Context: an optimization exercise on an open-source flow, tuned for small area, a short achievable clock period and few clock cycles. The choices shown serve that exercise and are no tape-out recipe.
The RTL was checked by simulation tests, not by an equivalence proof against the original design.
Power and IR drop assume default switching activity.

### design/flow/run.sh
#!/bin/bash
# synth_recipe.tcl (not shown) runs the flow's synth.tcl, then flattens the netlist and writes it again
# the make line also repeats each setting of config.mk as NAME=value (left out here)
make -C /OpenROAD-flow-scripts/flow DESIGN_CONFIG=/design/flow/config.mk WORK_HOME=/design/flow/orfs CLKGATE_MAP_FILE= SYNTH_SCRIPT=/design/flow/synth_recipe.tcl finish
### design/flow/config.mk
export PLATFORM = sky130hd
export DESIGN_NAME = huffman
export DESIGN_NICKNAME = huffman
export VERILOG_FILES = /design/flow/design.v
export SDC_FILE = /design/flow/constraint.sdc
export NUM_CORES = 4
export LEC_CHECK = 0
export CAP_MARGIN = 20
export CORE_MARGIN = 2
export CORE_UTILIZATION = 55
export CTS_CLUSTER_SIZE = 30
export SETUP_SLACK_MARGIN = 3.0
export SLEW_MARGIN = 20
### design/flow/constraint.sdc
create_clock -name core_clock -period 5.0 [get_ports {clk}]
set_input_delay 1.0000 -clock core_clock [delete_from_list [all_inputs] [get_ports {clk}]]
set_output_delay 1.0000 -clock core_clock [all_outputs]
set_load 0.01 [all_outputs]
### design/flow/design.v
module huffman(clk, reset, gray_valid, gray_data, CNT_valid, CNT1, CNT2, CNT3, CNT4, CNT5, CNT6,code_valid, HC1, HC2, HC3, HC4, HC5, HC6, M1, M2, M3, M4, M5, M6);
input clk;
input reset;
input gray_valid;
input [7:0] gray_data;
output reg CNT_valid;
output [7:0] CNT1, CNT2, CNT3, CNT4, CNT5, CNT6;
output reg code_valid;
output [7:0] HC1, HC2, HC3, HC4, HC5, HC6;
output [7:0] M1, M2, M3, M4, M5, M6;
integer i;
function lt7;
	input [6:0] a, b;
	reg [6:0] l, g;
	reg l10, g10, l32, g32, l54, g54, l30, g30, l64, g64;
	begin
		l = ~a & b;
		g = a & ~b;
		l10 = l[1] | (~g[1] & l[0]);	g10 = g[1] | (~l[1] & g[0]);
		l32 = l[3] | (~g[3] & l[2]);	g32 = g[3] | (~l[3] & g[2]);
		l54 = l[5] | (~g[5] & l[4]);	g54 = g[5] | (~l[5] & g[4]);
		l30 = l32 | (~g32 & l10);	g30 = g32 | (~l32 & g10);
		l64 = l[6] | (~g[6] & l54);	g64 = g[6] | (~l[6] & g54);
		lt7 = l64 | (~g64 & l30);
	end
endfunction
reg [3:0] st;
reg mv;
reg srt, slast, mrg;
wire img_end = (st == 4'd1) & ~gray_valid;
wire [3:0] st_n = (st == 4'd0) ? {3'd0, gray_valid} :
		(st == 4'd1) ? (gray_valid ? 4'd1 : 4'd2) :
		(st == 4'd12) ? 4'd12 : (mv ? st + 4'd1 : st);
always @(posedge clk or posedge reset)
	if (reset) begin
		st <= 4'd0;
		mv <= 1'b0;
		srt <= 1'b0;
		slast <= 1'b0;
		mrg <= 1'b0;
		CNT_valid <= 1'b0;
		code_valid <= 1'b0;
	end else begin
		st <= st_n;
		mv <= img_end | ((srt | mrg) & (~mv | (st_n == 4'd11)));
		srt <= (st_n >= 4'd2) & (st_n <= 4'd6);
		slast <= (st_n == 4'd6);
		mrg <= (st_n >= 4'd7) & (st_n <= 4'd11);
		CNT_valid <= img_end;
		code_valid <= (st == 4'd11) & mv;
	end
reg [6:0] Q [0:5];
assign CNT1 = {1'b0, Q[5]};
assign CNT2 = {1'b0, Q[0]};
assign CNT3 = {1'b0, Q[1]};
assign CNT4 = {1'b0, Q[2]};
assign CNT5 = {1'b0, Q[3]};
assign CNT6 = {1'b0, Q[4]};
wire [5:1] unsorted = {1'b0, st <= 4'd2, st <= 4'd3, st <= 4'd4, st <= 4'd5};
wire [5:1] lt_c;
genvar g;
generate
	for (g = 1; g < 6; g = g + 1) begin : cmp
		assign lt_c[g] = unsorted[g] | lt7(Q[g], Q[0]);
	end
endgenerate
reg [5:1] lt_r;
always @(posedge clk or posedge reset)
	if (reset)
		lt_r <= 5'd0;
	else
		lt_r <= lt_c;
wire [7:0] lt = {2'b00, lt_r, 1'b1};
wire [6:0] addA = Q[0] + Q[1];
wire [6:0] addB = Q[1] + Q[2];
wire [6:0] S = (addA & {7{~lt[2]}}) | (addB & {7{lt[2]}});
wire [5:0] inc;
assign inc[0] = gray_valid & (gray_data[2:0] == 3'd2);
assign inc[1] = gray_valid & (gray_data[2:0] == 3'd3);
assign inc[2] = gray_valid & (gray_data[2:0] == 3'd4);
assign inc[3] = gray_valid & (gray_data[2:0] == 3'd5);
assign inc[4] = gray_valid & (gray_data[2:0] == 3'd6);
assign inc[5] = gray_valid & (gray_data[2:0] == 3'd1);
wire sm = mv & srt & ~slast;
wire mm = mv & (slast | mrg);
reg [6:0] Qn [0:5];
reg [6:0] Qc [0:5];
reg selB, selC, selD;
always @(*) begin
	for (i = 0; i < 6; i = i + 1)
		Qc[i] = Q[i] + {6'd0, inc[i]};
	selB = sm & lt[1];
	Qn[0] = (Qc[0] & {7{~(selB | mm)}}) | (Q[1] & {7{selB}}) | (S & {7{mm}});
	for (i = 1; i < 5; i = i + 1) begin
		selB = (sm & lt[i+1]) | (mm & ~lt[i+2] & ~lt[i+1]);
		selC = mm & lt[i+2];
		selD = (sm & ~lt[i+1] & lt[i]) | (mm & ~lt[i+2] & lt[i+1]);
		Qn[i] = (Qc[i] & {7{~(selB | selC | selD)}}) | (Q[(i+1)%6] & {7{selB}})
			| (Q[(i+2)%6] & {7{selC}}) | (Q[0] & {7{selD}});
	end
	selD = sm & lt[5];
	Qn[5] = (Qc[5] & {7{~(selD | mm)}}) | (Q[0] & {7{selD}}) | {7{mm}};
end
always @(posedge clk or posedge reset)
	if (reset) begin
		for (i = 0; i < 6; i = i + 1)
			Q[i] <= 7'd0;
	end else begin
		for (i = 0; i < 6; i = i + 1)
			Q[i] <= Qn[i];
	end
wire [2:0] ins = {lt[4], lt[2] & ~lt[4], (lt[1] & ~lt[2]) | (lt[3] & ~lt[4]) | lt[5]};
function [2:0] place;
	input [2:0] m;
	place = (m == 3'd0) ? 3'd0 : (m == 3'd1) ? 3'd5 : m - 3'd1;
endfunction
reg [2:0] nv [0:7];
always @(*) begin
	if (mm) begin
		nv[0] = place(ins);
		for (i = 1; i < 5; i = i + 1)
			nv[i] = lt[i] ? place(i - 1) : place(i);
		nv[5] = slast ? (lt[5] ? place(4) : place(5)) : place(ins);
	end else begin
		nv[0] = ins;
		for (i = 1; i < 6; i = i + 1)
			nv[i] = lt[i] ? i - 1 : i;
	end
	nv[6] = 3'd0;
	nv[7] = 3'd0;
end
reg [2:0] P [0:5];
reg [4:0] T [0:5];
reg [4:0] H [0:5];
always @(posedge clk or posedge reset)
	if (reset) begin
		P[0] <= 3'd5;
		for (i = 1; i < 6; i = i + 1)
			P[i] <= i - 1;
		for (i = 0; i < 6; i = i + 1) begin
			T[i] <= 5'd0;
			H[i] <= 5'd0;
		end
	end else begin
		for (i = 0; i < 6; i = i + 1) begin
			if (mv)
				P[i] <= nv[P[i]];
			if (mv & mrg & ((P[i] == 3'd0) | (P[i] == 3'd5))) begin
				T[i] <= {T[i][3:0], 1'b1};
				if (P[i] == 3'd0)
					H[i] <= H[i] | ({T[i][3:0], 1'b1} & ~T[i]);
			end
		end
	end
assign HC1 = {3'b0, H[0]};	assign M1 = {3'b0, T[0][4:1], 1'b1};
assign HC2 = {3'b0, H[1]};	assign M2 = {3'b0, T[1][4:1], 1'b1};
assign HC3 = {3'b0, H[2]};	assign M3 = {3'b0, T[2][4:1], 1'b1};
assign HC4 = {3'b0, H[3]};	assign M4 = {3'b0, T[3][4:1], 1'b1};
assign HC5 = {3'b0, H[4]};	assign M5 = {3'b0, T[4][4:1], 1'b1};
assign HC6 = {3'b0, H[5]};	assign M6 = {3'b0, T[5][4:1], 1'b1};
endmodule
==> reports/results.tsv, run 1 <==
stage	metric	value	unit
outcome	status	finished clean	
timing	setup_viol	0	
clock_network	cts_buffers	17	
yosys	yosysMostFrequentCell	dfrtp_1	
timing	totalNegativeSetupSlack	0	ns
clock_network	htree_levels	4	
routing	firstDrtPassIters	9	
clock_network	clock-root-buffer	clkbuf_16	
critical_path	arrival	2.51	ns
critical_path	crit_type	reg -> reg	
critical_path	cp_data_required_time	5.31	ns
floorplan	top_level_ports	157	
yosys	synth_area	0.00895	mm2
timing	hold_slack	0.454	ns
floorplan	fp-row-count	46	
yosys	yosysUniqueCellTypes	74	
yosys	yosysTopAreaCell	dfrtp_1	
place	dp.final_hpwl	16200	um
yosys	synth.top_cells.by_count	128 x dfrtp_1, 87 x inv_1, 73 x buf_4	
timing	rsz0062_at_grt	true	
clock_network	cts_tree	yes	
timing	tightest_slew	0.807	ns
finish	area_delta_synth_final	34.4	%
clock_network	clock_latency	0.43	ns
routing	drc	0	
routing	drt_wl_total	28200	um
timing	max-slew-margin-rel	46.2	%
place	place_ws	1.72	ns
yosys	syn-mean-instance-area	9.25	um2
floorplan	die_y	132	um
clock_network	ctsHoldBuffers	0	
yosys	ys.flop_type	dfrtp_1	
floorplan	fp.dieW	132	um
timing	hold_violations	0	
timing	finalClockSkew	0.0128	ns
finish	nets	1222	
timing	slew_violations	0	
place	port_buffers	103	
clock_network	clock_path_buffers	2	
global_routing	grt_usage	31.3	%
yosys	syn_inst	967	
timing	final.min_clock_period	2.19	ns
finish	drive_gt1_share	42.7	%
finish	n_antenna_cell	0	
routing	wire_per_inst	20.3	um
routing	antenna_left	0	
flow_run	drv_cap	0	
routing	drt-vias-per-instance	6.10	
yosys	synth_edf_count	0	
clock_network	clock_sinks	135	
floorplan	core	0.0159	mm2
pwr	total_leakage_power	5.36	nW
routing	drtIter0Drc	1052	
global_routing	antenna_found_initial	0	
yosys	synthTopCellsByArea	dfrtp_1 36%, ha_1 6.7%, buf_4 6.1%	
timing	maxClockFrequency	0.456	GHz
critical_path	cp-start-kind	flop	
critical_path	endpoint_kind	flop	
global_routing	gr-total-overflow	0	
global_routing	grt_pass1_vias	8253	
yosys	synthArstFlopShare	100	%
pwr	ir_worst_vdd	0.000468	V
global_routing	grt_max_degree	136	
floorplan	initial_core_util	56.3	%
yosys	synth_seq_area_share	37.8	%
yosys	synth_warnings	8	
global_routing	grt_pass1_wl	43700	um
finish	n_fill_cell	1120	
yosys	synth.top_cell.area_share	35.8	%
timing	finalCritPeriodShare	43.8	%
timing	fin_ws	2.81	ns
routing	vias	8480	
critical_path	path_max_fanout	7	
clock_network	cts.reportedPaths.clkPinSlew	0.06	ns
yosys	ys_seq_elements	135	
floorplan	dieArea	0.0173	mm2
worst_hold_path	min_path_type	reg -> reg	
place	gp_congestion	0.868	
pwr	power_density	648	mW/mm2
## placed cells by master, fill, tap and decap left out, types with 8 or more instances in the layout
cell and count:
nand2_1 48, buf_4 122, a222oi_1 30, inv_1 79, nor3_1 16, a31o_2 14
o22ai_1 10, ha_1 30, a22o_1 18, nand2b_1 19, dfrtp_1 80, xnor2_1 28
ha_4 13, o41ai_1 12, clkinvlp_4 10, buf_6 39, a21oi_2 14, mux2_2 14
nand3_1 16, o21ai_2 14, o21ai_1 14, dfrtp_2 47, buf_2 71, a211oi_1 8
nor2_1 30, conb_1 48, clkbuf_16 17, o21ai_0 37, a21oi_1 41, xor2_1 11
o211ai_1 10
## report_power, final
part	internal (mW)	switching, mW
Sequential	1.54	0.473
Clock	0.819	0.514
Combinational	2.11	2.34
Total	4.47	3.33
## area by class of cell
type / count / area [um2] / share of cell area, %
flip-flops and latches: 135 / 3450 / 28.7
inverters: 92 / 395 / 3.29
repair buffers: 244 / 1920 / 15.9
clock buffers: 20 / 457 / 3.80
multi-input cells: 669 / 5360 / 44.5
clock inverters: 12 / 166 / 1.38
well taps: 216 / 270 / 2.25
repair inverters: 2 / 17.5 / 0.146
## flip-flops by register name (all words and copies together) (netlist names)
name and count:
CNT_valid 1, H 30, P 18, Q 42
T 30, code_valid 1, lt_r 5, mrg 1
mv 1, slast 1, srt 1, st 4
## worst max-delay path, stage by stage (launching register included)
cell        delay, ns
dfrtp_2          0.40
clkinvlp_4       0.24
nand2_2          0.24
ha_4             0.19
nor2_2           0.05
nor2_1           0.10
nor2_2           0.07
o211ai_1         0.25
buf_4            0.22
buf_4            0.12
o21ai_2          0.04
a22o_1           0.17
## through the flow
step	cells	utilization [%]	instance area, um2	power, mW
finish	1390	75.7	12000	7.79
global route	1390	75.7	12000	8.23
CTS	1360	71.8	11400	7.26
detailed placement	1218	62.5	9930	5.29
global placement	1218	62.5	9930	5.18
floorplan	1013	-	9340	4.20
## path summary, 6_finish.rpt
kind | end | slack [ns] | cells after the start | start
min in group asynchronous | H[5][4] | 1.08 | 3 | reset
setup reg to reg | P[5][1] | 2.81 | 11 | lt_r[4]
hold reg to reg | H[5][0] | 0.45 | 1 | H[5][0]
setup / recovery | P[5][1] | 2.81 | 11 | lt_r[4]
max in group asynchronous | Q[1][5] | 3.22 | 3 | reset
hold / removal | H[5][0] | 0.45 | 1 | H[5][0]
## logic make-up after synthesis
kind of cell	count (synthesis)	synth area share, %
AOI/OAI and AO/OA	295	23.6
xor gates and xnor gates	40	3.91
adders and majority gates	55	7.75
buffers and inverters	210	12.1
DFF	135	37.8
muxes	23	2.85
other	2	0.0839
and+or+nand+nor	207	11.9
## repair_timing
item	4_1_cts	5_1_grt
gates cloned	2	1
setup buffers	108	29
pin swaps	45	58
endpoints found under the setup margin	176	93
gates resized for setup	555	88
## layer usage
| layer | global-route usage (%) | up-vias | routed length (um) |
|---|---|---|---|
| met1 | 37.9 | 4102 | 10700 |
| li1 | - | 3794 | - |
| met3 | 5.32 | 120 | 1920 |
| met2 | 54.0 | 464 | 14200 |
| met5 | 0 | - | 0 |
| met4 | 15.3 | 0 | 1350 |
Testbench counts, summed over its fixed seeds: cycles 47,600.
==> inputs of run 2 (changes only) <==
--- a/design/flow/config.mk
+++ b/design/flow/config.mk
@@ -7,7 +7,6 @@
 export LEC_CHECK = 0
 export CAP_MARGIN = 20
 export CORE_MARGIN = 2
-export CORE_UTILIZATION = 55
-export CTS_CLUSTER_SIZE = 30
+export CORE_UTILIZATION = 40
 export SETUP_SLACK_MARGIN = 3.0
 export SLEW_MARGIN = 20
==> reports/results.tsv, run 2 <==
stage	metric	value	unit	change
outcome	status	finished clean		unchanged
finish	layout_common_cells	117 x buf_4, 79 x dfrtp_1, 78 x inv_1		was 122 x buf_4, 80 x dfrtp_1, 79 x inv_1
clock_network	clock-root-buffer	clkbuf_16		unchanged
finish	final_common_cell	buf_4		unchanged
timing	finalClockSkew	0.0206	ns	was 0.0128 ns
yosys	synth_warnings	8		unchanged
timing	max-slew-margin-rel	33.8	%	was 46.2%
yosys	synth.top_cells.by_count	128 x dfrtp_1, 87 x inv_1, 73 x buf_4		unchanged
finish	nets	1215		was 1222
finish	multi_input_area	0.00542	mm2	was 0.00536 mm2
pwr	ir_worst_vdd	0.000412	V	was 0.000468 V
global_routing	gr-total-overflow	0		unchanged
yosys	synthTopCellsByArea	dfrtp_1 36%, ha_1 6.7%, buf_4 6.1%		unchanged
yosys	ys_seq_elements	135		unchanged
place	placedCellCount	1283		was 1218
timing	finalCritPeriodShare	41.7	%	was 43.8%
finish	top_regs	Q (42), H (30), T (30)		unchanged
critical_path	path_max_fanout	6		was 7
worst_hold_path	min_path_type	reg -> reg		unchanged
clock_network	cts.reportedPaths.clkPinSlew	0.07	ns	was 0.06 ns
global_routing	antenna_found_initial	0		unchanged
finish	area_delta_synth_final	36.0	%	was 34.4%
yosys	ys.flop_type	dfrtp_1		unchanged
yosys	synthArstFlopShare	100	%	unchanged
global_routing	grt_usage	22.5	%	was 31.3%
global_routing	grt_pass1_wl	42700	um	was 43700 um
clock_network	clock_path_buffers	2		unchanged
floorplan	dieArea	0.0236	mm2	was 0.0173 mm2
finish	n_fill_cell	1968		was 1120
finish	stdcell_area	0.0122	mm2	was 0.0120 mm2
pwr	power_density	631	mW/mm2	was 648 mW/mm2
clock_network	clock_latency	0.43	ns	about the same
timing	rsz0062_at_grt	true		unchanged
global_routing	grt_pass1_vias	7596		was 8253
timing	fin_ws	2.91	ns	was 2.81 ns
routing	firstDrtPassIters	8		was 9
clock_network	htree_levels	4		unchanged
finish	regArea	0.00345	mm2	about the same
finish	largest_reg_flops	42		unchanged
worst_hold_path	min_to	H[0][4]		was H[5][0]
critical_path	rr_startpoint	lt_r[4]		unchanged
clock_network	cts_tree	yes		unchanged
floorplan	initial_core_util	40.9	%	was 56.3%
critical_path	arrival	2.41	ns	was 2.51 ns
routing	drc	0		unchanged
flow_run	drv_cap	0		unchanged
pwr	total_power	7.68	mW	was 7.79 mW
floorplan	fp-row-count	54		was 46
place	gp_congestion	0.862		was 0.868
floorplan	die_y	154	um	was 132 um
yosys	yosysUniqueCellTypes	74		unchanged
clock_network	clock_sinks	135		unchanged
clock_network	cts_buffers	17		unchanged
routing	drtIter0Drc	762		was 1052
timing	hold_violations	0		unchanged
finish	n_antenna_cell	0		unchanged
yosys	synth_seq_area_share	37.8	%	unchanged
finish	top_register	Q		unchanged
worst_hold_path	whs_path_depth	2		was 1
finish	finalNonFillerCells	1447		was 1390
routing	vias	8059		was 8480
yosys	syn-mean-instance-area	9.25	um2	unchanged
floorplan	top_level_ports	157		unchanged
worst_hold_path	min_from	H[0][4]		was H[5][0]
finish	final_core_util	55.6	%	was 75.7%
timing	slew_violations	0		unchanged
yosys	yosysMostFrequentCell	dfrtp_1		unchanged
yosys	syn_inst	967		unchanged
floorplan	core	0.0219	mm2	was 0.0159 mm2
yosys	yosysTopAreaCell	dfrtp_1		unchanged
timing	totalNegativeSetupSlack	0	ns	unchanged
critical_path	reg2reg_slack	2.91	ns	was 2.81 ns
timing	hold_slack	0.453	ns	was 0.454 ns
timing	maxClockFrequency	0.479	GHz	was 0.456 GHz
floorplan	fp.dieW	154	um	was 132 um
routing	drt_wl_total	26900	um	was 28200 um
critical_path	rr_endpoint	P[3][0]		was P[5][1]
yosys	synth.top_cell.area_share	35.8	%	unchanged
yosys	synth_area	0.00895	mm2	unchanged
timing	tightest_slew	0.985	ns	was 0.807 ns
finish	drive_gt1_share	43.4	%	was 42.7%
pwr	total_leakage_power	5.35	nW	was 5.36 nW
timing	final.min_clock_period	2.09	ns	was 2.19 ns
critical_path	cp_data_required_time	5.32	ns	was 5.31 ns
timing	setup_viol	0		unchanged
routing	antenna_left	0		unchanged
yosys	synth_edf_count	0		unchanged
critical_path	endpoint_kind	flop		unchanged
routing	drt-vias-per-instance	5.57		was 6.10
place	place_ws	1.70	ns	was 1.72 ns
routing	wire_per_inst	18.6	um	was 20.3 um
critical_path	ff2ff_path_depth	10		was 11
global_routing	grt_max_degree	64		was 136
critical_path	crit_type	reg -> reg		unchanged
place	dpl_cell_area	0.0100	mm2	was 0.00993 mm2
place	dp.final_hpwl	16300	um	was 16200 um
place	port_buffers	103		unchanged
critical_path	cp-start-kind	flop		unchanged
[run 2: cell count changes in the layout (fill, tap and decap cells not counted), sizes merged]
cell      delta
buf          -8
clkinvlp     -2
clkinv       +2
inv          +4
bufinv       -2
clkbuf       -1
[run 2: what timing repair did]
| item | CTS | global route |
|---|---|---|
| hold buffers | 0 | 0 |
| resized for setup | 589 | 87 |
| gates cloned | 2 | 2 |
| pin swaps | 46 | 52 |
| endpoints found under the setup margin | 294 | 191 |
| setup buffers | 108 | 20 |
[run 2: kinds of logic after synthesis]
group                      after synthesis  share of synthesized area [%]
DFF                                    135                           37.8
muxes                                   23                           2.85
AOI/OAI and AO/OA                      295                           23.6
and+or+nand+nor                        207                           11.9
xor gates and xnor gates                40                           3.91
buffers and inverters                  210                           12.1
other                                    2                         0.0839
adders and majority gates               55                           7.75
[run 2: power breakdown]
group          internal (mW)  total (mW)  switching, mW  leakage, nW
clock                  0.721        1.29          0.567        0.284
combinational           2.12        4.36           2.24         3.47
sequential              1.54        2.04          0.491         1.59
total                   4.38        7.68           3.30         5.35
[run 2: metal layers]
metal	global-route usage, %	routed length [um]	vias to the layer above
li1	-	-	3788
met1	30.9	11600	3944
met2	37.1	13200	303
met3	4.43	1790	24
met4	4.81	314	0
met5	0	0	-
[run 2: critical path: stages (launching register included)]
cell	delay, ns
dfrtp_2	0.41
and2b_2	0.25
nor3_4	0.20
inv_2	0.09
ha_4	0.18
nand2_2	0.07
a22oi_2	0.09
o31ai_4	0.22
buf_12	0.16
o221ai_2	0.11
a22o_1	0.19
[run 2: worst max-delay path by stage]
| stage | slack [ns] | endpoint | startpoint | cells past startpoint |
|---|---|---|---|---|
| floorplan | 2.33 | CNT_valid | reset | 1 |
| global placement | 1.73 | Q[0][6] | gray_valid | 10 |
| detailed placement | 1.70 | Q[0][6] | gray_valid | 10 |
| CTS | 2.88 | P[3][0] | lt_r[4] | 10 |
| global route | 2.80 | P[3][0] | lt_r[4] | 10 |
| finish | 2.91 | P[3][0] | lt_r[4] | 10 |
[run 2: cell type report]
cell class,instances,share of cell area (%)
timing repair inverter,2,0.144
multi-input combinational,669,44.5
timing repair buffer,237,16.0
clock inverter,14,1.30
clock buffer,18,3.61
inverter,92,3.22
sequential,135,28.4
tap,280,2.88
==> inputs of run 3 (changes only) <==
--- a/design/flow/config.mk
+++ b/design/flow/config.mk
@@ -8,5 +8,5 @@
 export CAP_MARGIN = 20
 export CORE_MARGIN = 2
 export CORE_UTILIZATION = 40
-export SETUP_SLACK_MARGIN = 3.0
+export SETUP_SLACK_MARGIN = 2.6
 export SLEW_MARGIN = 20
==> reports/results.tsv, run 3 <==
stage	metric	value	unit	change
worst_hold_path	min_path_type	reg -> reg		unchanged
yosys	synthTopCellsByArea	dfrtp_1 36%, ha_1 6.7%, buf_4 6.1%		unchanged
floorplan	fp.dieW	154	um	unchanged
yosys	ys_seq_elements	135		unchanged
routing	dr.max_layer_used	met4		unchanged
place	dpl_cell_area	0.00982	mm2	was 0.0100 mm2
clock_network	cts_tree	yes		unchanged
routing	antenna_left	0		unchanged
yosys	yosysUniqueCellTypes	74		unchanged
timing	setup_viol	0		unchanged
critical_path	cp_cell_sequence	clkdlybuf4s50_1		was and2b_2, nor3_4, inv_2, ha_4, nand2_2, a22oi_2, o31ai_4, buf_12, o221ai_2, a22o_1
yosys	synth.top_cell.area_share	35.8	%	unchanged
finish	nets	1142		was 1215
critical_path	crit_family	buffers and inverters		was compound AO/OA/AOI/OAI gates
yosys	synth_warnings	8		unchanged
global_routing	grt_usage	20.7	%	was 22.5%
timing	maxClockFrequency	0.424	GHz	was 0.479 GHz
finish	top_regs	Q (42), H (30), T (30)		unchanged
timing	fin_ws	2.64	ns	was 2.91 ns
routing	wl_met1	10700	um	was 11600 um
global_routing	antenna_found_initial	0		unchanged
critical_path	endpoint_kind	output pin		was flop
finish	n_fill_cell	2099		was 1968
global_routing	gr-total-overflow	0		unchanged
timing	hold_slack	0.458	ns	was 0.453 ns
timing	max-slew-margin-rel	41.9	%	was 33.8%
routing	wire_per_inst	17.9	um	was 18.6 um
finish	stdcell_area	0.0111	mm2	was 0.0122 mm2
global_routing	grt_pass1_wl	39500	um	was 42700 um
timing	totalNegativeSetupSlack	0	ns	unchanged
finish	drive_gt1_share	21.7	%	was 43.4%
finish	area_delta_synth_final	24.0	%	was 36.0%
floorplan	fp-row-count	54		unchanged
routing	drtIter0Drc	736		was 762
critical_path	cp_data_required_time	4.00	ns	was 5.32 ns
finish	final_common_cell	inv_1		was buf_4
critical_path	worst-path-buf-inv	1		was 2
place	port_buffers	103		unchanged
routing	drt-vias-per-instance	5.57		about the same
pwr	total_leakage_power	4.83	nW	was 5.35 nW
floorplan	dieArea	0.0236	mm2	unchanged
yosys	yosysTopAreaCell	dfrtp_1		unchanged
yosys	syn-mean-instance-area	9.25	um2	unchanged
routing	drc	0		unchanged
timing	hold_violations	0		unchanged
critical_path	slowest_stage	clkdlybuf4s50_1		was dfrtp_2
flow_run	drv_cap	0		unchanged
clock_network	htree_levels	4		unchanged
critical_path	arrival	1.36	ns	was 2.41 ns
clock_network	clock_latency	0.43	ns	about the same
clock_network	clock_sinks	135		unchanged
yosys	synth_edf_count	0		unchanged
clock_network	cts_buffers	17		unchanged
clock_network	cts.reportedPaths.clkPinSlew	0.06	ns	was 0.07 ns
routing	firstDrtPassIters	8		unchanged
floorplan	top_level_ports	157		unchanged
timing	finalCritPeriodShare	47.2	%	was 41.7%
yosys	ys.flop_type	dfrtp_1		unchanged
floorplan	initial_core_util	40.9	%	unchanged
routing	wl_met3	1630	um	was 1790 um
routing	drt_wl_total	24600	um	was 26900 um
routing	vias	7652		was 8059
global_routing	grt_max_degree	136		was 64
timing	tightest_slew	0.863	ns	was 0.985 ns
global_routing	grt_pass1_vias	7282		was 7596
yosys	syn_inst	967		unchanged
floorplan	die_y	154	um	unchanged
clock_network	clock-root-buffer	clkbuf_16		unchanged
timing	final.min_clock_period	2.36	ns	was 2.09 ns
finish	layout_common_cells	85 x inv_1, 83 x dfrtp_1, 79 x clkdlybuf4s50_1		was 117 x buf_4, 79 x dfrtp_1, 78 x inv_1
critical_path	path_max_fanout	2		was 6
timing	slew_violations	0		unchanged
routing	met2_length	11800	um	was 13200 um
critical_path	crit_path_max_incr_delay	0.55	ns	was 0.41 ns
pwr	power_density	629	mW/mm2	was 631 mW/mm2
outcome	status	finished clean		unchanged
yosys	synth_seq_area_share	37.8	%	unchanged
clock_network	clock_path_buffers	2		unchanged
finish	largest_reg_flops	42		unchanged
critical_path	crit_type	reg -> out		was reg -> reg
timing	finalClockSkew	0.00996	ns	was 0.0206 ns
yosys	synth_area	0.00895	mm2	unchanged
yosys	yosysMostFrequentCell	dfrtp_1		unchanged
finish	final_core_util	50.7	%	was 55.6%
yosys	synth.top_cells.by_count	128 x dfrtp_1, 87 x inv_1, 73 x buf_4		unchanged
timing	rsz0062_at_grt	false		was true
place	dp.final_hpwl	16000	um	was 16300 um
place	place_ws	1.71	ns	was 1.70 ns
place	gp_congestion	0.876		was 0.862
clock_network	ctsHoldBuffers	0		unchanged
pwr	ir_worst_vdd	0.000329	V	was 0.000412 V
finish	top_register	Q		unchanged
critical_path	cp-start-kind	flop		unchanged
yosys	synthArstFlopShare	100	%	unchanged
floorplan	core	0.0219	mm2	unchanged
run 3: cell counts after synthesis:
Identical to the previous run, type by type.
run 3: kinds of logic (layout without fill, tap and decap cells):
group	count (synthesis)	after routing	share of synthesized area (%)
other	2	49	0.0839
AND/OR/NAND/NOR	207	207	11.9
flip-flops	135	135	37.8
adder cells (fa/ha/maj)	55	55	7.75
buffers and inverters	210	290	12.1
multiplexers	23	23	2.85
AO/OA/AOI/OAI	295	295	23.6
XOR/XNOR	40	40	3.91
run 3: per-stage QoR:
stage | total power, mW | cells
after floorplan | 4.16 | 1013
after global placement | 5.19 | 1283
after detailed placement | 5.23 | 1283
after CTS | 6.90 | 1363
after global routing | 7.48 | 1373
final | 6.99 | 1374
run 3: metal layers:
metal / global-route usage [%] / vias up
met1: 28.3 / 3699
met3: 4.03 / 33
met4: 6.82 / 0
met2: 33.1 / 309
met5: 0 / -
li1: - / 3611
run 3: cell type report:
class	instances	area (um2)	share of cell area, %
well taps	280	350	3.16
diodes	1	2.50	0.0225
repair buffers	167	1540	13.8
clock buffers	18	429	3.87
flip-flops and latches	135	3450	31.0
inverters	92	358	3.22
multi-input cells	668	4800	43.3
clock inverters	13	173	1.56
run 3: worst paths after layout:
check	from	endpoint	slack, ns	cells after the start
setup reg to reg	mv	Q[1][1]	2.67	6
hold / removal	H[2][2]	H[2][2]	0.46	2
setup / recovery	Q[3][5]	CNT5[5]	2.64	1
min in group asynchronous	reset	H[5][0]	1.09	3
max in group asynchronous	reset	Q[0][3]	3.17	3
hold reg to reg	H[2][2]	H[2][2]	0.46	2
run 3: what timing repair did:
item,in CTS,in global routing
gates resized for setup,80,31
pin swaps,6,10
cloned,0,0
endpoints found under the setup margin,97,45
setup buffers,49,10
run 3: report_power, final:
part | leakage [nW] | internal [mW] | switching, mW
Sequential | 1.60 | 1.54 | 0.510
Clock | 0.285 | 0.790 | 0.519
Combinational | 2.95 | 1.76 | 1.86
==> inputs of run 4 (changes only) <==
==> design/flow/flow/run.sh (new file) <==
#!/bin/bash
# Own flow: the standard synthesis and layout (standard.sh), with the
# port buffers made of the smallest plain buffer cell. The make output goes
# to layout.log here.
set -euo pipefail
bash standard.sh BUFFER_PORTS_ARGS="-buffer_cell sky130_fd_sc_hd__buf_1" finish > "$PWD/layout.log" 2>&1
==> design/flow/standard.sh (new file) <==
#!/bin/bash
# synth_recipe.tcl (not shown) runs the flow's synth.tcl, then flattens the netlist and writes it again
# the make line also repeats each setting of config.mk as NAME=value (left out here)
make -C /OpenROAD-flow-scripts/flow DESIGN_CONFIG=/design/flow/config.mk WORK_HOME=/design/flow/orfs CLKGATE_MAP_FILE= SYNTH_SCRIPT=/design/flow/synth_recipe.tcl "${@:-finish}"
--- a/design/flow/config.mk
+++ b/design/flow/config.mk
@@ -8,5 +8,5 @@
 export CAP_MARGIN = 20
 export CORE_MARGIN = 2
 export CORE_UTILIZATION = 40
-export SETUP_SLACK_MARGIN = 2.6
+export SETUP_SLACK_MARGIN = 2.8
 export SLEW_MARGIN = 20
removed: design/flow/run.sh
==> reports/results.tsv, run 4 <==
stage	metric	value	unit	change
timing	rsz0062_at_grt	true		was false
clock_network	clock_sinks	135		unchanged
floorplan	core	0.0219	mm2	unchanged
timing	hold_violations	0		unchanged
global_routing	antenna_found_initial	0		unchanged
worst_hold_path	min_path_type	reg -> reg		unchanged
critical_path	reg2reg_slack	2.89	ns	was 2.67 ns
timing	max-slew-margin-rel	35.6	%	was 41.9%
floorplan	initial_core_util	40.9	%	unchanged
pwr	power_density	624	mW/mm2	was 629 mW/mm2
clock_network	clock_path_buffers	2		unchanged
floorplan	fp-row-count	54		unchanged
finish	finalNonFillerCells	1350		was 1374
place	gp_congestion	0.852		was 0.876
global_routing	grt_usage	19.5	%	was 20.7%
finish	multi_input_area	0.00491	mm2	was 0.00480 mm2
critical_path	cp_cell_sequence	buf_1		was clkdlybuf4s50_1
yosys	syn_inst	967		unchanged
critical_path	crit_start	Q[4][5]		was Q[3][5]
timing	tightest_slew	0.957	ns	was 0.863 ns
pwr	total_power	6.49	mW	was 6.99 mW
finish	drive_gt1_share	19.7	%	was 21.7%
outcome	status	finished clean		unchanged
critical_path	crit_family	flip-flops		was buffers and inverters
place	placedCellCount	1282		was 1283
yosys	synth.top_cell.area_share	35.8	%	unchanged
critical_path	worstSetupEndpoint	CNT6[5]		was CNT5[5]
worst_hold_path	min_from	H[2][4]		was H[2][2]
clock_network	cts_buffers	17		unchanged
global_routing	grt_pass1_wl	37800	um	was 39500 um
yosys	yosysUniqueCellTypes	74		unchanged
yosys	synth_warnings	8		unchanged
routing	firstDrtPassIters	7		was 8
routing	drt_wl_total	23400	um	was 24600 um
routing	wire_per_inst	17.3	um	was 17.9 um
clock_network	clock_latency	0.42	ns	was 0.43 ns
routing	drtIter0Drc	599		was 736
yosys	synthArstFlopShare	100	%	unchanged
yosys	synth_area	0.00895	mm2	unchanged
critical_path	arrival	1.16	ns	was 1.36 ns
global_routing	grt_max_degree	136		unchanged
critical_path	cp_data_required_time	4.00	ns	about the same
finish	top_register	Q		unchanged
critical_path	ff2ff_path_depth	11		was 6
pwr	total_leakage_power	4.45	nW	was 4.83 nW
place	dp.final_hpwl	15900	um	was 16000 um
global_routing	gr-total-overflow	0		unchanged
yosys	synthTopCellsByArea	dfrtp_1 36%, ha_1 6.7%, buf_4 6.1%		unchanged
timing	finalClockSkew	0.0176	ns	was 0.00996 ns
floorplan	top_level_ports	157		unchanged
timing	setup_viol	0		unchanged
finish	n_antenna_cell	0		was 1
timing	final.min_clock_period	2.16	ns	was 2.36 ns
timing	finalCritPeriodShare	43.2	%	was 47.2%
critical_path	crit_type	reg -> out		unchanged
global_routing	grt_pass1_vias	6928		was 7282
timing	maxClockFrequency	0.463	GHz	was 0.424 GHz
critical_path	worst-path-buf-inv	1		unchanged
finish	stdcell_area	0.0104	mm2	was 0.0111 mm2
pwr	ir_worst_vdd	0.000353	V	was 0.000329 V
finish	top_regs	Q (42), H (30), T (30)		unchanged
yosys	ys.flop_type	dfrtp_1		unchanged
routing	drc	0		unchanged
clock_network	cts.reportedPaths.clkPinSlew	0.06	ns	about the same
yosys	yosysTopAreaCell	dfrtp_1		unchanged
finish	largest_reg_flops	42		unchanged
critical_path	cp-start-kind	flop		unchanged
finish	n_fill_cell	2136		was 2099
yosys	yosysMostFrequentCell	dfrtp_1		unchanged
critical_path	crit_path_max_incr_delay	0.53	ns	was 0.55 ns
routing	drt-vias-per-instance	5.56		was 5.57
clock_network	cts_tree	yes		unchanged
critical_path	rr_startpoint	lt_r[2]		was mv
finish	final_common_cell	dfrtp_1		was inv_1
routing	vias	7502		was 7652
clock_network	clock-root-buffer	clkbuf_16		unchanged
finish	regArea	0.00341	mm2	was 0.00345 mm2
finish	layout_common_cells	108 x dfrtp_1, 98 x buf_1, 81 x inv_1		was 85 x inv_1, 83 x dfrtp_1, 79 x clkdlybuf4s50_1
timing	totalNegativeSetupSlack	0	ns	unchanged
floorplan	fp.dieW	154	um	unchanged
flow_run	drv_cap	0		unchanged
critical_path	slowest_stage	dfrtp_1		was clkdlybuf4s50_1
yosys	synth.top_cells.by_count	128 x dfrtp_1, 87 x inv_1, 73 x buf_4		unchanged
floorplan	dieArea	0.0236	mm2	unchanged
yosys	synth_edf_count	0		unchanged
critical_path	cp.depth	1		unchanged
critical_path	path_max_fanout	7		was 2
place	port_buffers	103		unchanged
finish	nets	1120		was 1142
yosys	syn-mean-instance-area	9.25	um2	unchanged
routing	antenna_left	0		unchanged
critical_path	rr_endpoint	P[5][1]		was Q[1][1]
critical_path	endpoint_kind	output pin		unchanged
floorplan	die_y	154	um	unchanged
finish	area_delta_synth_final	16.2	%	was 24.0%
yosys	ys_seq_elements	135		unchanged
timing	slew_violations	0		unchanged
yosys	synth_seq_area_share	37.8	%	unchanged
clock_network	htree_levels	4		unchanged
place	dpl_cell_area	0.00926	mm2	was 0.00982 mm2
[run 4: logic make-up after synthesis]
group,synth area share [%]
compound gates,23.6
buf+inv,12.1
simple gates,11.9
flops,37.8
fa+ha+maj,7.75
xor+xnor,3.91
mux,2.85
other cells,0.0839
[run 4: worst min path at each step]
| stage | endpoint | cells after the start |
|---|---|---|
| global placement | H[1][4] | 2 |
| finish | H[2][4] | 2 |
| global route | H[2][2] | 2 |
| CTS | H[2][4] | 2 |
| floorplan | H[2][4] | 1 |
| detailed placement | H[2][2] | 2 |
[run 4: per-layer routing]
metal  vias up  GRT usage (%)  part of all wire, %
met5         -              0                    0
met4         0           4.76                  1.2
met3        24           3.55                  5.3
met2       253           31.0                   47
met1      3638           27.8                   47
li1       3587              -                    -
[run 4: power by group]
group / total, mW / internal (mW) / switching [mW]
Combinational: 2.95 / 1.34 / 1.61
Clock: 1.33 / 0.843 / 0.488
Sequential: 2.21 / 1.52 / 0.692
Total: 6.49 / 3.70 / 2.79
[run 4: repair_timing]
item,in CTS,in global routing
hold endpoints to repair,0,0
pin swaps,5,12
buffers inserted,19,19
gates resized for setup,38,42
setup endpoints to repair,66,55
hold buffers,0,0
[run 4: cell type report]
| type | count | share of cell area (%) |
|---|---|---|
| multi-input combinational | 668 | 47.2 |
| sequential | 135 | 32.8 |
| timing repair buffer | 145 | 7.14 |
| clock buffer | 18 | 4.22 |
| inverter | 92 | 3.51 |
| tap | 280 | 3.37 |
| clock inverter | 12 | 1.71 |
[run 4: per-stage QoR]
step	util (%)	worst slack [ns]	hold WS, ns
final	47.5	2.84	0.458
after global routing	47.5	2.75	0.469
after CTS	46.2	2.78	0.463
after detailed placement	42.3	2.10	0.444
after global placement	42.3	2.13	0.441
after floorplan	-	2.33	0.453
==> inputs of run 5 (changes only) <==
--- a/design/flow/config.mk
+++ b/design/flow/config.mk
@@ -8,5 +8,5 @@
 export CAP_MARGIN = 20
 export CORE_MARGIN = 2
 export CORE_UTILIZATION = 40
-export SETUP_SLACK_MARGIN = 2.8
+export SETUP_SLACK_MARGIN = 3.0
 export SLEW_MARGIN = 20
==> reports/results.tsv, run 5 <==
stage	metric	value	unit	change
global_routing	grt_pass1_vias	7610		was 6928
floorplan	initial_core_util	40.9	%	unchanged
timing	slew_violations	0		unchanged
timing	max-slew-margin-rel	48.1	%	was 35.6%
yosys	yosys.area_share.simple	11.9	%	unchanged
worst_hold_path	min_path_type	reg -> reg		unchanged
global_routing	antenna_found_initial	0		unchanged
yosys	yosys.area_share.adder	7.75	%	unchanged
finish	final_common_cell	buf_4		was dfrtp_1
yosys	synthArstFlopShare	100	%	unchanged
clock_network	clock_path_buffers	2		unchanged
pwr	ir_worst_vdd	0.000431	V	was 0.000353 V
yosys	synth_compound_area_share	23.6	%	unchanged
critical_path	arrival	2.39	ns	was 1.16 ns
critical_path	reg2reg_slack	2.90	ns	was 2.89 ns
flow_run	drv_cap	0		unchanged
yosys	synth_warnings	8		unchanged
clock_network	cts_tree	yes		unchanged
finish	top_regs	Q (42), H (30), T (30)		unchanged
timing	setup_viol	0		unchanged
critical_path	path_max_fanout	5		was 7
routing	firstDrtPassIters	8		was 7
outcome	status	finished clean		unchanged
critical_path	crit_type	reg -> reg		was reg -> out
timing	finalCritPeriodShare	42.1	%	was 43.2%
floorplan	die_y	154	um	unchanged
yosys	synth_area	0.00895	mm2	unchanged
yosys	syn_inst	967		unchanged
worst_hold_path	min_from	H[2][2]		was H[2][4]
timing	finalClockSkew	0.0148	ns	was 0.0176 ns
finish	top_register	Q		unchanged
critical_path	rr_endpoint	Q[0][6]		was P[5][1]
yosys	synthXorXnorAreaFrac	3.91	%	unchanged
critical_path	cp_data_required_time	5.29	ns	was 4.00 ns
routing	drt_wl_total	27000	um	was 23400 um
clock_network	htree_levels	4		unchanged
yosys	synth_top_family_by_area	compound AO/OA/AOI/OAI gates		unchanged
routing	wire_per_inst	18.8	um	was 17.3 um
yosys	yosysUniqueCellTypes	74		unchanged
critical_path	ff2ff_path_depth	10		was 11
finish	largest_reg_flops	42		unchanged
routing	antenna_left	0		unchanged
pwr	total_leakage_power	5.08	nW	was 4.45 nW
finish	drive_gt1_share	36.1	%	was 19.7%
critical_path	cp-start-kind	flop		unchanged
finish	n_antenna_cell	0		unchanged
clock_network	clock_latency	0.42	ns	about the same
place	port_buffers	103		unchanged
critical_path	rr_startpoint	Q[0][2]		was lt_r[2]
floorplan	core	0.0219	mm2	unchanged
finish	final_core_util	54.5	%	was 47.5%
routing	drtIter0Drc	785		was 599
clock_network	clock_sinks	135		unchanged
critical_path	endpoint_kind	flop		was output pin
clock_network	cts_buffers	17		unchanged
yosys	ys.flop_type	dfrtp_1		unchanged
floorplan	fp.dieW	154	um	unchanged
yosys	synth_edf_count	0		unchanged
clock_network	ctsHoldBuffers	0		unchanged
yosys	synthMuxAreaShare	2.85	%	unchanged
yosys	synth_seq_area_share	37.8	%	unchanged
critical_path	worstSetupEndpoint	Q[0][6]		was CNT6[5]
clock_network	cts.reportedPaths.clkPinSlew	0.07	ns	was 0.06 ns
global_routing	grt_max_degree	136		unchanged
yosys	yosysTopAreaCell	dfrtp_1		unchanged
routing	drt-vias-per-instance	5.64		was 5.56
routing	drc	0		unchanged
floorplan	top_level_ports	157		unchanged
yosys	synth.top_cells.by_count	128 x dfrtp_1, 87 x inv_1, 73 x buf_4		unchanged
timing	totalNegativeSetupSlack	0	ns	unchanged
timing	hold_violations	0		unchanged
place	gp_congestion	0.817		was 0.852
finish	nets	1210		was 1120
pwr	power_density	647	mW/mm2	was 624 mW/mm2
finish	area_delta_synth_final	33.3	%	was 16.2%
yosys	ys_seq_elements	135		unchanged
yosys	syn-mean-instance-area	9.25	um2	unchanged
timing	tightest_slew	0.779	ns	was 0.957 ns
global_routing	grt_pass1_wl	41600	um	was 37800 um
global_routing	gr-total-overflow	0		unchanged
yosys	synthTopCellsByArea	dfrtp_1 36%, ha_1 6.7%, buf_4 6.1%		unchanged
global_routing	grt_usage	22.0	%	was 19.5%
routing	vias	8131		was 7502
place	dp.final_hpwl	15700	um	was 15900 um
timing	final.min_clock_period	2.10	ns	was 2.16 ns
yosys	synth.top_cell.area_share	35.8	%	unchanged
critical_path	crit_start	Q[0][2]		was Q[4][5]
timing	maxClockFrequency	0.475	GHz	was 0.463 GHz
floorplan	dieArea	0.0236	mm2	unchanged
yosys	yosysMostFrequentCell	dfrtp_1		unchanged
timing	rsz0062_at_grt	true		unchanged
floorplan	fp-row-count	54		unchanged
clock_network	clock-root-buffer	clkbuf_16		unchanged
finish	layout_common_cells	108 x buf_4, 81 x dfrtp_1, 79 x inv_1		was 108 x dfrtp_1, 98 x buf_1, 81 x inv_1
==> run 5: metrics by stage <==
stage	area, um2	instances	total power [mW]	setup WS, ns	hold slack (ns)
6_report	11900	1442	7.72	2.90	0.459
2_1_floorplan	9340	1013	4.20	2.33	0.453
3_5_place_dp	9380	1283	4.93	2.08	0.446
5_1_grt	11900	1442	8.20	2.86	0.477
3_3_place_gp	9380	1283	4.88	2.10	0.442
4_1_cts	11300	1419	7.24	2.89	0.462
==> run 5: power breakdown <==
part / switching [mW] / total [mW] / internal (mW)
Combinational: 2.28 / 4.35 / 2.07
Sequential: 0.473 / 2.01 / 1.54
Clock: 0.544 / 1.36 / 0.813
==> run 5: cells by family after synthesis <==
group           Yosys count
compound gates          295
buf+inv                 210
simple gates            207
flops                   135
fa+ha+maj                55
xor+xnor                 40
mux                      23
other cells               2
==> run 5: metal layers <==
| layer | part of all wire (%) | GRT usage (%) | up-vias |
|---|---|---|---|
| li1 | - | - | 3754 |
| met1 | 42 | 29.1 | 3978 |
| met2 | 50 | 37.2 | 350 |
| met3 | 6.1 | 3.55 | 49 |
| met4 | 2.4 | 6.99 | 0 |
| met5 | 0 | 0 | - |
==> run 5: layout make-up <==
type | count | area (um2)
Sequential cell | 135 | 3450
Timing Repair Buffer | 232 | 1740
Clock inverter | 14 | 188
Clock buffer | 18 | 439
Fill cell | 1971 | 9960
Timing Repair inverter | 2 | 17.5
Inverter | 92 | 387
Tap cell | 280 | 350
Multi-Input combinational cell | 669 | 5360
==> run 5: worst min path at each step <==
stage               endpoint  slack (ns)  cells past startpoint
floorplan            H[2][4]        0.45                      1
global placement     H[2][2]        0.44                      2
detailed placement   H[2][4]        0.45                      2
CTS                  H[2][2]        0.46                      2
global route         H[1][3]        0.48                      1
finish               H[2][2]        0.46                      2
==> run 5: critical path, stage by stage (launching register included) <==
cell and delay, ns:
dfrtp_1 0.37, buf_12 0.12, buf_12 0.12, clkinvlp_4 0.14, ha_4 0.26, o21bai_4 0.19
a21oi_4 0.08, nor2_2 0.13, mux2_4 0.31, o21ai_2 0.13, o211ai_1 0.12
==> run 5: what timing repair did <==
action / in CTS / in global routing
pin swaps: 40 / 46
cloned: 2 / 1
gates resized for setup: 161 / 119
hold endpoints to repair: 0 / 0
setup endpoints to repair: 120 / 106
setup buffers: 102 / 22
==> inputs of run 6 (changes only) <==
--- a/design/flow/design.v
+++ b/design/flow/design.v
@@ -88,7 +88,7 @@
 reg selB, selC, selD;
 always @(*) begin
 	for (i = 0; i < 6; i = i + 1)
-		Qc[i] = Q[i] + {6'd0, inc[i]};
+		Qc[i] = inc[i] ? Q[i] + 7'd1 : Q[i];
 	selB = sm & lt[1];
 	Qn[0] = (Qc[0] & {7{~(selB | mm)}}) | (Q[1] & {7{selB}}) | (S & {7{mm}});
 	for (i = 1; i < 5; i = i + 1) begin
==> reports/results.tsv, run 6 <==
stage	metric	value	unit	change
outcome	status	finished clean		unchanged
finish	final_core_util	51.7	%	was 54.5%
floorplan	fp.dieW	155	um	was 154 um
finish	multi_input_area	0.00532	mm2	was 0.00536 mm2
clock_network	cts_tree	yes		unchanged
global_routing	grt_max_degree	136		unchanged
routing	drt-vias-per-instance	5.53		was 5.64
critical_path	endpoint_kind	flop		unchanged
critical_path	crit_path_max_incr_delay	0.44	ns	was 0.37 ns
finish	n_fill_cell	2077		was 1971
clock_network	clock_latency	0.43	ns	was 0.42 ns
clock_network	cts_buffers	17		unchanged
timing	maxClockFrequency	0.465	GHz	was 0.475 GHz
floorplan	die_y	155	um	was 154 um
floorplan	core	0.0225	mm2	was 0.0219 mm2
pwr	total_leakage_power	4.89	nW	was 5.08 nW
timing	slew_violations	0		unchanged
yosys	syn-mean-instance-area	8.85	um2	was 9.25 um2
flow_run	drv_cap	0		unchanged
routing	vias	8232		was 8131
yosys	synth_edf_count	0		unchanged
timing	hold_violations	0		unchanged
routing	drt_wl_total	26800	um	was 27000 um
routing	antenna_left	0		unchanged
global_routing	gr-total-overflow	0		unchanged
yosys	synthTopCellsByArea	dfrtp_1 35%, buf_4 5.9%, ha_1 5.8%		was dfrtp_1 36%, ha_1 6.7%, buf_4 6.1%
timing	final.min_clock_period	2.15	ns	was 2.10 ns
critical_path	crit_type	reg -> reg		unchanged
finish	layout_common_cells	109 x buf_4, 88 x nand2_1, 77 x dfrtp_1		was 108 x buf_4, 81 x dfrtp_1, 79 x inv_1
floorplan	top_level_ports	157		unchanged
pwr	ir_worst_vdd	0.000381	V	was 0.000431 V
yosys	yosysTopAreaCell	dfrtp_1		unchanged
yosys	synth_area	0.00914	mm2	was 0.00895 mm2
yosys	synth.top_cells.by_count	128 x dfrtp_1, 88 x nand2_1, 72 x buf_4		was 128 x dfrtp_1, 87 x inv_1, 73 x buf_4
critical_path	crit_start	lt_r[3]		was Q[0][2]
timing	max-slew-margin-rel	48.5	%	was 48.1%
global_routing	grt_usage	21.7	%	was 22.0%
finish	regArea	0.00346	mm2	was 0.00345 mm2
finish	largest_reg_flops	42		unchanged
finish	top_register	Q		unchanged
finish	stdcell_area	0.0116	mm2	was 0.0119 mm2
floorplan	fp-row-count	55		was 54
yosys	synth_warnings	8		unchanged
yosys	syn_inst	1032		was 967
routing	drtIter0Drc	764		was 785
critical_path	rr_startpoint	lt_r[3]		was Q[0][2]
finish	top_regs	Q (42), H (30), T (30)		unchanged
clock_network	clock_sinks	135		unchanged
place	dpl_cell_area	0.00939	mm2	was 0.00938 mm2
timing	setup_viol	0		unchanged
yosys	synth.top_cell.area_share	35.1	%	was 35.8%
timing	rsz0062_at_grt	true		unchanged
yosys	ys.flop_type	dfrtp_1		unchanged
critical_path	reg2reg_slack	2.85	ns	was 2.90 ns
finish	area_delta_synth_final	27.3	%	was 33.3%
timing	fin_ws	2.85	ns	was 2.90 ns
clock_network	clock-root-buffer	clkbuf_16		unchanged
routing	firstDrtPassIters	8		unchanged
timing	totalNegativeSetupSlack	0	ns	unchanged
global_routing	grt_pass1_wl	41500	um	was 41600 um
finish	n_antenna_cell	0		unchanged
finish	nets	1246		was 1210
floorplan	dieArea	0.0241	mm2	was 0.0236 mm2
critical_path	cp-start-kind	flop		unchanged
pwr	power_density	641	mW/mm2	was 647 mW/mm2
critical_path	arrival	2.53	ns	was 2.39 ns
place	place_ws	1.98	ns	was 2.08 ns
yosys	yosysUniqueCellTypes	74		unchanged
place	dp.final_hpwl	16100	um	was 15700 um
clock_network	htree_levels	4		unchanged
pwr	total_power	7.46	mW	was 7.72 mW
critical_path	cp_cell_sequence	nor2b_4, nor3_4, inv_2, ha_4, nor2_4, o21bai_4, o31ai_4, nand2b_1, a31oi_1, mux2_4		was buf_12, buf_12, clkinvlp_4, ha_4, o21bai_4, a21oi_4, nor2_2, mux2_4, o21ai_2, o211ai_1
timing	finalCritPeriodShare	43.0	%	was 42.1%
critical_path	slowest_stage	dfrtp_2		was dfrtp_1
finish	drive_gt1_share	30.5	%	was 36.1%
yosys	ys_seq_elements	135		unchanged
timing	tightest_slew	0.772	ns	was 0.779 ns
timing	finalClockSkew	0.0141	ns	was 0.0148 ns
yosys	yosysMostFrequentCell	dfrtp_1		unchanged
global_routing	antenna_found_initial	0		unchanged
yosys	synth_seq_area_share	37.1	%	was 37.8%
finish	final_common_cell	buf_4		unchanged
critical_path	rr_endpoint	P[4][1]		was Q[0][6]
global_routing	grt_pass1_vias	7613		was 7610
critical_path	worstSetupEndpoint	P[4][1]		was Q[0][6]
floorplan	initial_core_util	40.6	%	was 40.9%
yosys	synthArstFlopShare	100	%	unchanged
critical_path	path_max_fanout	5		unchanged
critical_path	ff2ff_path_depth	10		unchanged
clock_network	clock_path_buffers	2		unchanged
critical_path	cp_data_required_time	5.38	ns	was 5.29 ns
routing	drc	0		unchanged
place	port_buffers	103		unchanged
worst_hold_path	min_path_type	reg -> reg		unchanged
place	gp_congestion	0.841		was 0.817
routing	wire_per_inst	18.0	um	was 18.8 um
clock_network	cts.reportedPaths.clkPinSlew	0.07	ns	about the same
-- run 6: cell count changes after synthesis, sizes merged, moves of 8 or more --
| cell | delta |
|---|---|
| nand4 | +9 |
| nor2b | +14 |
| nand2 | +36 |
| nand3 | -15 |
| a31o | +8 |
| a22o | -18 |
| nor2 | +18 |
| o21bai | +10 |
| clkbuf | +12 |
| inv | -14 |
| o21ai | +19 |
| a21oi | -15 |
-- run 6: cells by family after synthesis --
logic type | count (synthesis) | synth area share [%]
adders and majority gates | 50 | 6.90
and+or+nand+nor | 274 | 14.9
xor gates and xnor gates | 45 | 4.31
other | 2 | 0.0822
muxes | 23 | 2.74
buffers and inverters | 204 | 11.5
DFF | 135 | 37.1
AOI/OAI and AO/OA | 299 | 22.5
-- run 6: what timing repair did --
| item | 4_1_cts | 5_1_grt |
|---|---|---|
| pin swaps | 17 | 41 |
| gates resized for setup | 141 | 86 |
| buffers inserted | 84 | 28 |
| hold buffers | 0 | 0 |
| gates cloned | 3 | 0 |
| setup endpoints to repair | 132 | 88 |
-- run 6: report_power, final --
group / switching, mW / internal, mW
Sequential: 0.512 / 1.54
Combinational: 2.13 / 1.87
Clock: 0.553 / 0.851
Total: 3.20 / 4.26
-- run 6: critical path: cells and delay by family, from the launching register on --
family / cells / cell delay [ns]
AO/OA/AOI/OAI: 3 / 0.62
AND/OR/NAND/NOR: 4 / 0.60
flip-flops: 1 / 0.44
adder cells (fa/ha/maj): 1 / 0.17
multiplexers: 1 / 0.17
buffers and inverters: 1 / 0.08
-- run 6: worst min path at each step --
stage	from	end	slack [ns]	cells past startpoint
3_5_place_dp	H[0][2]	H[0][2]	0.44	2
3_3_place_gp	H[1][2]	H[1][2]	0.44	2
2_1_floorplan	T[0][4]	H[0][4]	0.45	1
6_report	H[1][0]	H[1][0]	0.46	2
4_1_cts	H[0][2]	H[0][2]	0.46	2
5_1_grt	H[0][3]	H[0][3]	0.47	1
-- run 6: routing by layer --
layer / up-vias / routed length, um / GRT usage (%) / part of all wire, %
met5: - / 0 / 0 / 0
met4: 0 / 610 / 7.72 / 2.3
met3: 48 / 1560 / 3.62 / 5.8
met2: 324 / 13000 / 35.4 / 49
met1: 3963 / 11500 / 29.1 / 43
li1: 3897 / - / - / -
-- run 6: final cells by class --
class	instances	share of cell area (%)
Timing Repair Buffer	221	13.4
Tap cell	285	3.07
Clock inverter	15	1.85
Multi-Input combinational cell	740	45.7
Sequential cell	135	29.7
Inverter	76	2.58
Clock buffer	17	3.66
-- run 6: through the flow --
stage | hold slack [ns] | cells
global route | 0.470 | 1489
CTS | 0.464 | 1461
global placement | 0.441 | 1342
detailed placement | 0.445 | 1342
floorplan | 0.453 | 1078
finish | 0.458 | 1489
Testbench counts of run 6, summed over its fixed seeds: cycles 47,600.
==> inputs of run 7 (changes only) <==
--- a/design/flow/config.mk
+++ b/design/flow/config.mk
@@ -8,5 +8,5 @@
 export CAP_MARGIN = 20
 export CORE_MARGIN = 2
 export CORE_UTILIZATION = 40
-export SETUP_SLACK_MARGIN = 3.0
+export SETUP_SLACK_MARGIN = 2.6
 export SLEW_MARGIN = 20
==> reports/results.tsv, run 7 <==
stage	metric	value	unit	change
global_routing	grt_pass1_wl	38200	um	was 41500 um
critical_path	cp_cell_sequence	nor2b_1, nor3_2, inv_2, ha_1, nor2_1, o21bai_2, mux2i_4, nor2_1, a31oi_1, mux2_2		was nor2b_4, nor3_4, inv_2, ha_4, nor2_4, o21bai_4, o31ai_4, nand2b_1, a31oi_1, mux2_4
routing	wire_per_inst	17.0	um	was 18.0 um
routing	firstDrtPassIters	6		was 8
critical_path	slowest_stage	dfrtp_4		was dfrtp_2
finish	stdcell_area	0.0100	mm2	was 0.0116 mm2
place	dpl_cell_area	0.00934	mm2	was 0.00939 mm2
global_routing	gr-total-overflow	0		unchanged
worst_hold_path	min_path_type	reg -> reg		unchanged
finish	final_common_cell	dfrtp_1		was buf_4
finish	largest_reg_flops	42		unchanged
place	port_buffers	103		unchanged
routing	drtIter0Drc	578		was 764
floorplan	dieArea	0.0241	mm2	unchanged
timing	rsz0062_at_grt	true		unchanged
yosys	ys.flop_type	dfrtp_1		unchanged
timing	final.min_clock_period	2.35	ns	was 2.15 ns
yosys	yosysTopAreaCell	dfrtp_1		unchanged
clock_network	clock_path_buffers	2		unchanged
timing	hold_slack	0.458	ns	about the same
finish	area_delta_synth_final	9.55	%	was 27.3%
timing	hold_violations	0		unchanged
timing	finalClockSkew	0.0175	ns	was 0.0141 ns
yosys	synth.top_cells.by_count	128 x dfrtp_1, 88 x nand2_1, 72 x buf_4		unchanged
timing	finalCritPeriodShare	47.0	%	was 43.0%
place	dp.final_hpwl	16400	um	was 16100 um
yosys	ys_seq_elements	135		unchanged
outcome	status	finished clean		unchanged
critical_path	crit_path_max_incr_delay	0.59	ns	was 0.44 ns
critical_path	arrival	2.70	ns	was 2.53 ns
yosys	synth_area	0.00914	mm2	unchanged
pwr	total_leakage_power	4.10	nW	was 4.89 nW
flow_run	drv_cap	0		unchanged
critical_path	cp-start-kind	flop		unchanged
finish	n_antenna_cell	0		unchanged
global_routing	grt_max_degree	122		was 136
critical_path	cp_data_required_time	5.35	ns	was 5.38 ns
timing	totalNegativeSetupSlack	0	ns	unchanged
yosys	synth_warnings	8		unchanged
clock_network	cts_buffers	17		unchanged
global_routing	grt_usage	19.7	%	was 21.7%
timing	maxClockFrequency	0.426	GHz	was 0.465 GHz
critical_path	crit_type	reg -> reg		unchanged
yosys	yosysUniqueCellTypes	74		unchanged
routing	drt_wl_total	23300	um	was 26800 um
critical_path	path_max_fanout	17		was 5
yosys	syn-mean-instance-area	8.85	um2	unchanged
pwr	power_density	616	mW/mm2	was 641 mW/mm2
finish	top_regs	Q (42), H (30), T (30)		unchanged
floorplan	die_y	155	um	unchanged
yosys	syn_inst	1032		unchanged
clock_network	cts_tree	yes		unchanged
routing	antenna_left	0		unchanged
place	gp_congestion	0.840		was 0.841
yosys	yosysMostFrequentCell	dfrtp_1		unchanged
timing	max-slew-margin-rel	38.3	%	was 48.5%
clock_network	clock_latency	0.43	ns	about the same
clock_network	htree_levels	4		unchanged
routing	vias	7609		was 8232
clock_network	clock-root-buffer	clkbuf_16		unchanged
timing	tightest_slew	0.917	ns	was 0.772 ns
routing	drt-vias-per-instance	5.53		about the same
pwr	ir_worst_vdd	0.000340	V	was 0.000381 V
floorplan	fp-row-count	55		unchanged
clock_network	cts.reportedPaths.clkPinSlew	0.06	ns	was 0.07 ns
timing	setup_viol	0		unchanged
finish	drive_gt1_share	10.0	%	was 30.5%
critical_path	crit_top_cell	nor2_1		
floorplan	top_level_ports	157		unchanged
yosys	synth_edf_count	0		unchanged
yosys	synthArstFlopShare	100	%	unchanged
finish	nets	1132		was 1246
critical_path	endpoint_kind	flop		unchanged
yosys	synth.top_cell.area_share	35.1	%	unchanged
finish	top_register	Q		unchanged
routing	drc	0		unchanged
yosys	synthTopCellsByArea	dfrtp_1 35%, buf_4 5.9%, ha_1 5.8%		unchanged
floorplan	core	0.0225	mm2	unchanged
global_routing	grt_pass1_vias	7028		was 7613
yosys	synth_seq_area_share	37.1	%	unchanged
finish	layout_common_cells	119 x dfrtp_1, 102 x buf_1, 87 x nand2_1		was 109 x buf_4, 88 x nand2_1, 77 x dfrtp_1
clock_network	clock_sinks	135		unchanged
floorplan	initial_core_util	40.6	%	unchanged
timing	slew_violations	0		unchanged
floorplan	fp.dieW	155	um	unchanged
global_routing	antenna_found_initial	0		unchanged
-- run 7: cell types whose count changed in the layout (fill, tap and decap cells not counted), sizes merged --
cell | previous run | this run
buf | 203 | 107
clkbuf | 33 | 18
bufinv | 4 | 0
bufbuf | 2 | 0
clkinvlp | 3 | 5
inv | 80 | 82
o21ai | 85 | 84
-- run 7: kinds of logic after synthesis --
group | after synthesis | share of synthesized area [%]
buffers and inverters | 204 | 11.5
flip-flops | 135 | 37.1
multiplexers | 23 | 2.74
XOR/XNOR | 45 | 4.31
other | 2 | 0.0822
AO/OA/AOI/OAI | 299 | 22.5
adder cells (fa/ha/maj) | 50 | 6.90
AND/OR/NAND/NOR | 274 | 14.9
-- run 7: what timing repair did --
item / CTS / global route
endpoints found under the setup margin: 72 / 38
buffers inserted: 0 / 0
pin swaps: 2 / 0
hold buffers: 0 / 0
gates resized for setup: 14 / 15
-- run 7: path summary, 6_finish.rpt --
path | from | endpoint | slack [ns] | cells past startpoint
worst max register to register | lt_r[1] | P[5][1] | 2.65 | 10
worst min register to register | H[4][0] | H[4][0] | 0.46 | 1
max in group asynchronous | reset | Q[0][0] | 3.45 | 3
worst max-delay path | lt_r[1] | P[5][1] | 2.65 | 10
min in group asynchronous | reset | CNT_valid | 0.55 | 2
worst min-delay path | H[4][0] | H[4][0] | 0.46 | 1
-- run 7: cell type report --
class                      instances  area [um2]
clock buffer                      17         425
clock inverter                    15         136
fill                            2269       12500
inverter                          76         292
multi-input combinational        739        4950
sequential                       135        3410
tap                              285         357
timing repair buffer             108         438
-- run 7: where the power goes --
group	internal, mW	total, mW	switching, mW
registers	1.51	2.33	0.825
clock network	0.656	1.21	0.557
logic	1.18	2.62	1.45
total	3.34	6.17	2.83
-- run 7: per-stage QoR --
stage / power, mW / util, % / setup WS (ns) / cells
finish: 6.17 / 44.5 / 2.65 / 1375
global route: 6.69 / 44.5 / 2.53 / 1375
CTS: 6.17 / 44.2 / 2.60 / 1375
detailed placement: 4.90 / 41.5 / 2.04 / 1343
global placement: 4.85 / 41.5 / 2.07 / 1343
floorplan: 4.23 / - / 2.33 / 1078
-- run 7: critical path, delay by kind of cell (launching register included) --
kind	cells	cell delay, ns
multiplexers	2	0.49
flip-flops	1	0.59
adder cells (fa/ha/maj)	1	0.21
buffers and inverters	1	0.07
AND/OR/NAND/NOR	4	0.64
AO/OA/AOI/OAI	2	0.29
-- run 7: routing by layer --
metal  global-route usage [%]  vias to the layer above  share of wire, %
li1                         -                     3674                 -
met1                     27.3                     3643                45
met2                     31.8                      270                48
met3                     3.68                       22               5.9
met4                     5.11                        0               1.2
met5                        0                        -                 0

## what the ideal ports hide
Ports are ideal in the flow. The routed layouts listed here were re-timed in OpenROAD. Step 1 sets driving cells, clkbuf_16 on the clock port and buf_2 on the other inputs (assumed; they add their load-dependent delay and slew). Step 2, shift: input delay + t, output delay - t, t = (earliest + latest rising clock arrival at the registers) / 2. This alone moves slack from input paths to output paths. a / b / c = ideal / step 1 / step 2; a / b = the first two.
run | t, ns | setup WS [ns] | worst setup path after step 2 | latest minus earliest clock arrival (ns) | worst data-port slew with drivers (ns)
run 1 | 0.467 | 2.808 / 2.808 / 2.425 | input to register | 0.013 / 0.013 | 0.07
run 2 | 0.468 | 2.913 / 2.882 / 2.478 | input to register | 0.020 / 0.021 | 0.06
run 3 | 0.467 | 2.639 / 2.593 / 2.248 | input to register | 0.010 / 0.011 | 0.03
run 4 | 0.457 | 2.842 / 2.798 / 2.461 | input to register | 0.017 / 0.017 | 0.04
run 5 | 0.461 | 2.897 / 2.857 / 2.465 | input to register | 0.016 / 0.016 | 0.07
run 6 | 0.469 | 2.850 / 2.850 / 2.562 | input to register | 0.014 / 0.014 | 0.05
run 7 | 0.466 | 2.652 / 2.652 / 2.402 | input to register | 0.018 / 0.018 | 0.03
After both steps every run listed still meets setup and hold. The setup slack of run 2, which loses most, moves by -0.031 ns with the drivers and by -0.435 ns with both steps.
